Context: an optimization exercise on an open-source flow, tuned for small area, a short achievable clock period and few clock cycles. The choices shown serve that exercise and are no tape-out recipe.
RTL that was checked went through simulation tests only; none was proved equivalent to the original.

==> run K: inputs <==
==> flow/design.v <==
package axi_pkg;
  typedef enum logic [1:0] {
    RESP_OKAY   = 2'b00,
    RESP_EXOKAY = 2'b01,
    RESP_SLVERR = 2'b10,
    RESP_DECERR = 2'b11
  } axi_resp_t;
  localparam int NUM_REGS = 8;
  localparam logic [7:0] REG_CTRL_OFFSET     = 8'h00;
  localparam logic [7:0] REG_STATUS_OFFSET   = 8'h04;
  localparam logic [7:0] REG_DATA_TX_OFFSET  = 8'h08;
  localparam logic [7:0] REG_DATA_RX_OFFSET  = 8'h0C;
  localparam logic [7:0] REG_IRQ_EN_OFFSET   = 8'h10;
  localparam logic [7:0] REG_IRQ_STAT_OFFSET = 8'h14;
  localparam logic [7:0] REG_SCRATCH_OFFSET  = 8'h18;
  localparam logic [7:0] REG_VERSION_OFFSET  = 8'h1C;
  localparam int REG_CTRL     = 0;
  localparam int REG_STATUS   = 1;
  localparam int REG_DATA_TX  = 2;
  localparam int REG_DATA_RX  = 3;
  localparam int REG_IRQ_EN   = 4;
  localparam int REG_IRQ_STAT = 5;
  localparam int REG_SCRATCH  = 6;
  localparam int REG_VERSION  = 7;
  localparam logic [31:0] IP_VERSION = 32'h0001_0000;
endpackage
module axi4_lite_slave #(
  parameter int ADDR_WIDTH = 32,
  parameter int DATA_WIDTH = 32
)(
  input  logic                    aclk,
  input  logic                    aresetn,
  input  logic [ADDR_WIDTH-1:0]   awaddr,
  input  logic [2:0]              awprot,
  input  logic                    awvalid,
  output logic                    awready,
  input  logic [DATA_WIDTH-1:0]   wdata,
  input  logic [DATA_WIDTH/8-1:0] wstrb,
  input  logic                    wvalid,
  output logic                    wready,
  output logic [1:0]              bresp,
  output logic                    bvalid,
  input  logic                    bready,
  input  logic [ADDR_WIDTH-1:0]   araddr,
  input  logic [2:0]              arprot,
  input  logic                    arvalid,
  output logic                    arready,
  output logic [DATA_WIDTH-1:0]   rdata,
  output logic [1:0]              rresp,
  output logic                    rvalid,
  input  logic                    rready
);
  logic [31:0] reg_ctrl;
  logic [31:0] reg_data_tx;
  logic [31:0] reg_irq_en;
  logic [31:0] reg_scratch;
  function automatic logic [31:0] rd_mux(input logic ok, input logic [2:0] idx,
                                         input logic [31:0] c, input logic [31:0] t,
                                         input logic [31:0] e, input logic [31:0] s);
    if (!ok) rd_mux = 32'hDEADBEEF;
    else begin
      case (idx)
        3'd0:    rd_mux = c;
        3'd1:    rd_mux = {31'd0, c[0]};
        3'd2:    rd_mux = t;
        3'd3:    rd_mux = t;
        3'd4:    rd_mux = e;
        3'd5:    rd_mux = 32'd0;
        3'd6:    rd_mux = s;
        default: rd_mux = axi_pkg::IP_VERSION;
      endcase
    end
  endfunction
  logic       aw_v0;                  
  logic       awready_q, wready_q;    
  wire        aw_v1 = ~awready_q;     
  logic       aw_ok0, aw_ok1;
  logic [2:0] aw_idx0, aw_idx1;
  logic       b_v, b_err;             
  logic       bs_v, bs_err;           
  assign awready = awready_q;
  assign wready  = wready_q;
  wire aw_fire = awvalid & awready;
  wire w_fire  = wvalid & wready;
  wire b_fire  = b_v & bready;
  wire aw_ok_in = (awaddr[31:5] == 27'd0);
  logic aw_v0_d, aw_v1_d, bs_v_d;
  always_comb begin
    aw_v0_d = aw_v0;
    aw_v1_d = aw_v1;
    if (w_fire) begin
      aw_v0_d = aw_v1 | aw_fire;
      aw_v1_d = 1'b0;
    end else if (aw_fire) begin
      aw_v0_d = 1'b1;
      aw_v1_d = aw_v0;
    end
  end
  always_ff @(posedge aclk or negedge aresetn) begin
    if (!aresetn) begin
      aw_v0 <= 1'b0;
      awready_q <= 1'b1;
      wready_q  <= 1'b0;
    end else begin
      aw_v0 <= aw_v0_d;
      awready_q <= ~aw_v1_d;
      wready_q  <= aw_v0_d & ~bs_v_d;
    end
  end
  always_ff @(posedge aclk) begin
    if (w_fire | ~aw_v0) begin
      aw_ok0  <= aw_v1 ? aw_ok1  : aw_ok_in;
      aw_idx0 <= aw_v1 ? aw_idx1 : awaddr[4:2];
    end
    if (~aw_v1) begin
      aw_ok1  <= aw_ok_in;
      aw_idx1 <= awaddr[4:2];
    end
  end
  assign bs_v_d = (~b_v | bready) ? 1'b0 : (bs_v | w_fire);
  always_ff @(posedge aclk or negedge aresetn) begin
    if (!aresetn) begin
      b_v <= 1'b0; b_err <= 1'b0;
      bs_v <= 1'b0; bs_err <= 1'b0;
    end else begin
      bs_v <= bs_v_d;
      if (~b_v | bready) begin
        b_v   <= bs_v | w_fire;
        b_err <= bs_v ? bs_err : ~aw_ok0;
      end else if (w_fire) begin
        bs_err <= ~aw_ok0;
      end
    end
  end
  assign bvalid = b_v;
  assign bresp  = {b_err, 1'b0};
  wire wr_en = w_fire & aw_ok0;
  always_ff @(posedge aclk or negedge aresetn) begin
    if (!aresetn) begin
      reg_ctrl    <= '0;
      reg_data_tx <= '0;
      reg_irq_en  <= '0;
      reg_scratch <= '0;
    end else begin
      for (int b = 0; b < 4; b++) begin
        if (wr_en && wstrb[b]) begin
          if (aw_idx0 == 3'd0) reg_ctrl[b*8 +: 8]    <= wdata[b*8 +: 8];
          if (aw_idx0 == 3'd2) reg_data_tx[b*8 +: 8] <= wdata[b*8 +: 8];
          if (aw_idx0 == 3'd4) reg_irq_en[b*8 +: 8]  <= wdata[b*8 +: 8];
          if (aw_idx0 == 3'd6) reg_scratch[b*8 +: 8] <= wdata[b*8 +: 8];
        end
      end
    end
  end
  logic        r_v, r_err;            
  logic [31:0] r_data;
  logic        rs_ok;                 
  logic [2:0]  rs_idx;
  logic        arready_q;             
  wire         rs_v = ~arready_q;
  assign arready = arready_q;
  wire ar_fire = arvalid & arready;
  wire r_load  = ~r_v | rready;
  wire ar_ok_in = (araddr[31:5] == 27'd0);
  wire       sel_ok  = rs_v ? rs_ok  : ar_ok_in;
  wire [2:0] sel_idx = rs_v ? rs_idx : araddr[4:2];
  always_ff @(posedge aclk or negedge aresetn) begin
    if (!aresetn) begin
      r_v <= 1'b0; r_err <= 1'b0;
      arready_q <= 1'b1;
    end else begin
      if (r_load) begin
        r_v   <= rs_v | ar_fire;
        r_err <= ~sel_ok;
        arready_q <= 1'b1;
      end else if (ar_fire) begin
        arready_q <= 1'b0;
      end
    end
  end
  always_ff @(posedge aclk) begin
    if (r_load) r_data <= rd_mux(sel_ok, sel_idx, reg_ctrl, reg_data_tx, reg_irq_en, reg_scratch);
    if (~rs_v) begin
      rs_ok  <= ar_ok_in;
      rs_idx <= araddr[4:2];
    end
  end
  assign rvalid = r_v;
  assign rdata  = r_data;
  assign rresp  = {r_err, 1'b0};
endmodule
module axi4_lite_slave_wrapper #(
  parameter int ADDR_WIDTH = 32,
  parameter int DATA_WIDTH = 32
)(
  input  logic                      aclk,
  input  logic                      aresetn,
  input  logic [ADDR_WIDTH-1:0]     s_axi_awaddr,
  input  logic [2:0]                s_axi_awprot,
  input  logic                      s_axi_awvalid,
  output logic                      s_axi_awready,
  input  logic [DATA_WIDTH-1:0]     s_axi_wdata,
  input  logic [DATA_WIDTH/8-1:0]   s_axi_wstrb,
  input  logic                      s_axi_wvalid,
  output logic                      s_axi_wready,
  output logic [1:0]                s_axi_bresp,
  output logic                      s_axi_bvalid,
  input  logic                      s_axi_bready,
  input  logic [ADDR_WIDTH-1:0]     s_axi_araddr,
  input  logic [2:0]                s_axi_arprot,
  input  logic                      s_axi_arvalid,
  output logic                      s_axi_arready,
  output logic [DATA_WIDTH-1:0]     s_axi_rdata,
  output logic [1:0]                s_axi_rresp,
  output logic                      s_axi_rvalid,
  input  logic                      s_axi_rready
);
  axi4_lite_slave #(
    .ADDR_WIDTH (ADDR_WIDTH),
    .DATA_WIDTH (DATA_WIDTH)
  ) u_slave (
    .aclk    (aclk),           .aresetn (aresetn),
    .awaddr  (s_axi_awaddr),   .awprot  (s_axi_awprot),
    .awvalid (s_axi_awvalid),  .awready (s_axi_awready),
    .wdata   (s_axi_wdata),    .wstrb   (s_axi_wstrb),
    .wvalid  (s_axi_wvalid),   .wready  (s_axi_wready),
    .bresp   (s_axi_bresp),    .bvalid  (s_axi_bvalid),
    .bready  (s_axi_bready),
    .araddr  (s_axi_araddr),   .arprot  (s_axi_arprot),
    .arvalid (s_axi_arvalid),  .arready (s_axi_arready),
    .rdata   (s_axi_rdata),    .rresp   (s_axi_rresp),
    .rvalid  (s_axi_rvalid),   .rready  (s_axi_rready)
  );
endmodule
==> flow/flow/run.sh <==
#!/bin/bash
# Standard ORFS layout, with buf_1 port buffers and resizing not tied to cell footprints.
set -euo pipefail
cd "$(dirname "$0")/.."
bash standard.sh \
  "BUFFER_PORTS_ARGS=-buffer_cell sky130_fd_sc_hd__buf_1" \
  MATCH_CELL_FOOTPRINT=0 \
  finish > flow_orfs.log 2>&1
==> flow/standard.sh <==
#!/bin/bash
# synth_recipe.tcl (not shown) runs the flow's synth.tcl, then flattens the netlist and writes it again
# the make line also repeats each setting of config.mk as NAME=value (left out here)
make -C /OpenROAD-flow-scripts/flow DESIGN_CONFIG=/design/flow/config.mk WORK_HOME=/design/flow/orfs CLKGATE_MAP_FILE= SYNTH_SCRIPT=/design/flow/synth_recipe.tcl "${@:-finish}"
==> flow/config.mk <==
export PLATFORM = sky130hd
export DESIGN_NAME = axi4_lite_slave_wrapper
export DESIGN_NICKNAME = axi4_lite_slave_wrapper
export VERILOG_FILES = /design/flow/design.v
export SDC_FILE = /design/flow/constraint.sdc
export NUM_CORES = 4
export LEC_CHECK = 0
export CAP_MARGIN = 20
export CORE_MARGIN = 2
export CORE_UTILIZATION = 40
export SETUP_SLACK_MARGIN = 1.0
export SLEW_MARGIN = 20
==> flow/constraint.sdc <==
create_clock -name core_clock -period 3.0 [get_ports {aclk}]
set_input_delay 0.6000 -clock core_clock [delete_from_list [all_inputs] [get_ports {aclk}]]
set_output_delay 0.6000 -clock core_clock [all_outputs]
set_load 0.01 [all_outputs]
==> inputs of run H, as changes to run K <==
--- a/flow/design.v
+++ b/flow/design.v
@@ -71,40 +71,29 @@
       endcase
     end
   endfunction
-  logic       aw_v0;                  
-  logic       awready_q, wready_q;    
-  wire        aw_v1 = ~awready_q;     
+  logic       aw_v0, aw_v1;           
   logic       aw_ok0, aw_ok1;
   logic [2:0] aw_idx0, aw_idx1;
   logic       b_v, b_err;             
   logic       bs_v, bs_err;           
-  assign awready = awready_q;
-  assign wready  = wready_q;
+  assign awready = ~aw_v1;
+  assign wready  = aw_v0 & ~bs_v;
   wire aw_fire = awvalid & awready;
   wire w_fire  = wvalid & wready;
   wire b_fire  = b_v & bready;
   wire aw_ok_in = (awaddr[31:5] == 27'd0);
-  logic aw_v0_d, aw_v1_d, bs_v_d;
-  always_comb begin
-    aw_v0_d = aw_v0;
-    aw_v1_d = aw_v1;
-    if (w_fire) begin
-      aw_v0_d = aw_v1 | aw_fire;
-      aw_v1_d = 1'b0;
-    end else if (aw_fire) begin
-      aw_v0_d = 1'b1;
-      aw_v1_d = aw_v0;
-    end
-  end
   always_ff @(posedge aclk or negedge aresetn) begin
     if (!aresetn) begin
       aw_v0 <= 1'b0;
-      awready_q <= 1'b1;
-      wready_q  <= 1'b0;
-    end else begin
-      aw_v0 <= aw_v0_d;
-      awready_q <= ~aw_v1_d;
-      wready_q  <= aw_v0_d & ~bs_v_d;
+      aw_v1 <= 1'b0;
+    end else begin
+      if (w_fire) begin
+        aw_v0 <= aw_v1 | aw_fire;
+        aw_v1 <= 1'b0;
+      end else if (aw_fire) begin
+        aw_v0 <= 1'b1;
+        aw_v1 <= aw_v0;
+      end
     end
   end
   always_ff @(posedge aclk) begin
@@ -117,17 +106,17 @@
       aw_idx1 <= awaddr[4:2];
     end
   end
-  assign bs_v_d = (~b_v | bready) ? 1'b0 : (bs_v | w_fire);
   always_ff @(posedge aclk or negedge aresetn) begin
     if (!aresetn) begin
       b_v <= 1'b0; b_err <= 1'b0;
       bs_v <= 1'b0; bs_err <= 1'b0;
     end else begin
-      bs_v <= bs_v_d;
       if (~b_v | bready) begin
         b_v   <= bs_v | w_fire;
         b_err <= bs_v ? bs_err : ~aw_ok0;
+        bs_v  <= 1'b0;
       end else if (w_fire) begin
+        bs_v   <= 1'b1;
         bs_err <= ~aw_ok0;
       end
     end
@@ -154,11 +143,9 @@
   end
   logic        r_v, r_err;            
   logic [31:0] r_data;
-  logic        rs_ok;                 
+  logic        rs_v, rs_ok;           
   logic [2:0]  rs_idx;
-  logic        arready_q;             
-  wire         rs_v = ~arready_q;
-  assign arready = arready_q;
+  assign arready = ~rs_v;
   wire ar_fire = arvalid & arready;
   wire r_load  = ~r_v | rready;
   wire ar_ok_in = (araddr[31:5] == 27'd0);
@@ -167,14 +154,14 @@
   always_ff @(posedge aclk or negedge aresetn) begin
     if (!aresetn) begin
       r_v <= 1'b0; r_err <= 1'b0;
-      arready_q <= 1'b1;
+      rs_v <= 1'b0;
     end else begin
       if (r_load) begin
         r_v   <= rs_v | ar_fire;
         r_err <= ~sel_ok;
-        arready_q <= 1'b1;
+        rs_v  <= 1'b0;
       end else if (ar_fire) begin
-        arready_q <= 1'b0;
+        rs_v <= 1'b1;
       end
     end
   end
==> flow/run.sh (new file) <==
#!/bin/bash
# synth_recipe.tcl (not shown) runs the flow's synth.tcl, then flattens the netlist and writes it again
# the make line also repeats each setting of config.mk as NAME=value (left out here)
make -C /OpenROAD-flow-scripts/flow DESIGN_CONFIG=/design/flow/config.mk WORK_HOME=/design/flow/orfs CLKGATE_MAP_FILE= SYNTH_SCRIPT=/design/flow/synth_recipe.tcl finish
SETUP_SLACK_MARGIN = unset   (was 1.0)
removed: flow/flow/run.sh
removed: flow/standard.sh
==> results.yml <==
outcome:
  status: "timing/DRC/antenna clean"
final_layout:
  final_cell_mix: "clkdlybuf4s50_1 (140), dfrtp_1 (137), mux2_2 (130)"
critical_path:
  worst_path_largest_cell_delay_ps: 580
floorplanning:
  die_area_um2: 20200
sta:
  tightest_slew_ps: 619
  rsz0062_at_grt: "no"
placement:
  dpl.hpwl_mm: 13.4
detailed_routing:
  routed_wirelength_mm: 19.1
# the run above: run H

==> results.yml <==
outcome:
  status: "timing/DRC/antenna clean"
cts:
  cts-buffers-inserted: 17
floorplanning:
  coreArea_um2: 18900
  die_area_um2: 20500
final_layout:
  final_cell_mix: "buf_1 (139), dfrtp_1 (136), mux2_2 (134)"
placement:
  dpl.hpwl_mm: 12.9
sta:
  rsz0062_at_grt: "yes"
critical_path:
  worst_path_largest_cell_delay_ps: 630
# the run above: run K

Testbench counts of run H, summed over its fixed seeds: cycles 3,216.
For run K, only the layout was checked, not whether the RTL still works.

separate check: timing with driven ports:
In the flow no input, the clock included, has a driving cell. The finished layouts below were timed again as built, in two steps.
Step 1 (the two cells are an assumption about what drives the block):
set clk [get_ports {aclk}]
set_driving_cell -lib_cell sky130_fd_sc_hd__clkbuf_16 $clk
set_driving_cell -lib_cell sky130_fd_sc_hd__buf_2 [delete_from_list [all_inputs] $clk]
Step 2, shift: input delay + t, output delay - t, t = (earliest + latest rising clock arrival at the registers) / 2. This alone moves slack from input paths to output paths.
Slacks: ideal / step 1 / step 2; pairs: ideal / step 1.
run | shift t [ns] | setup WS [ns] | worst register clock-pin slew, ns | cell pins on the clock port's net
run K | 0.465 | 0.974 / 0.974 / 0.713 | 0.07 / 0.07 | 1
run H | 0.460 | 0.769 / 0.728 / 0.330 | 0.07 / 0.07 | 1
After both steps every run listed still meets setup and hold. The setup slack of run H, which loses most, moves by -0.041 ns with the drivers and by -0.439 ns with both steps.
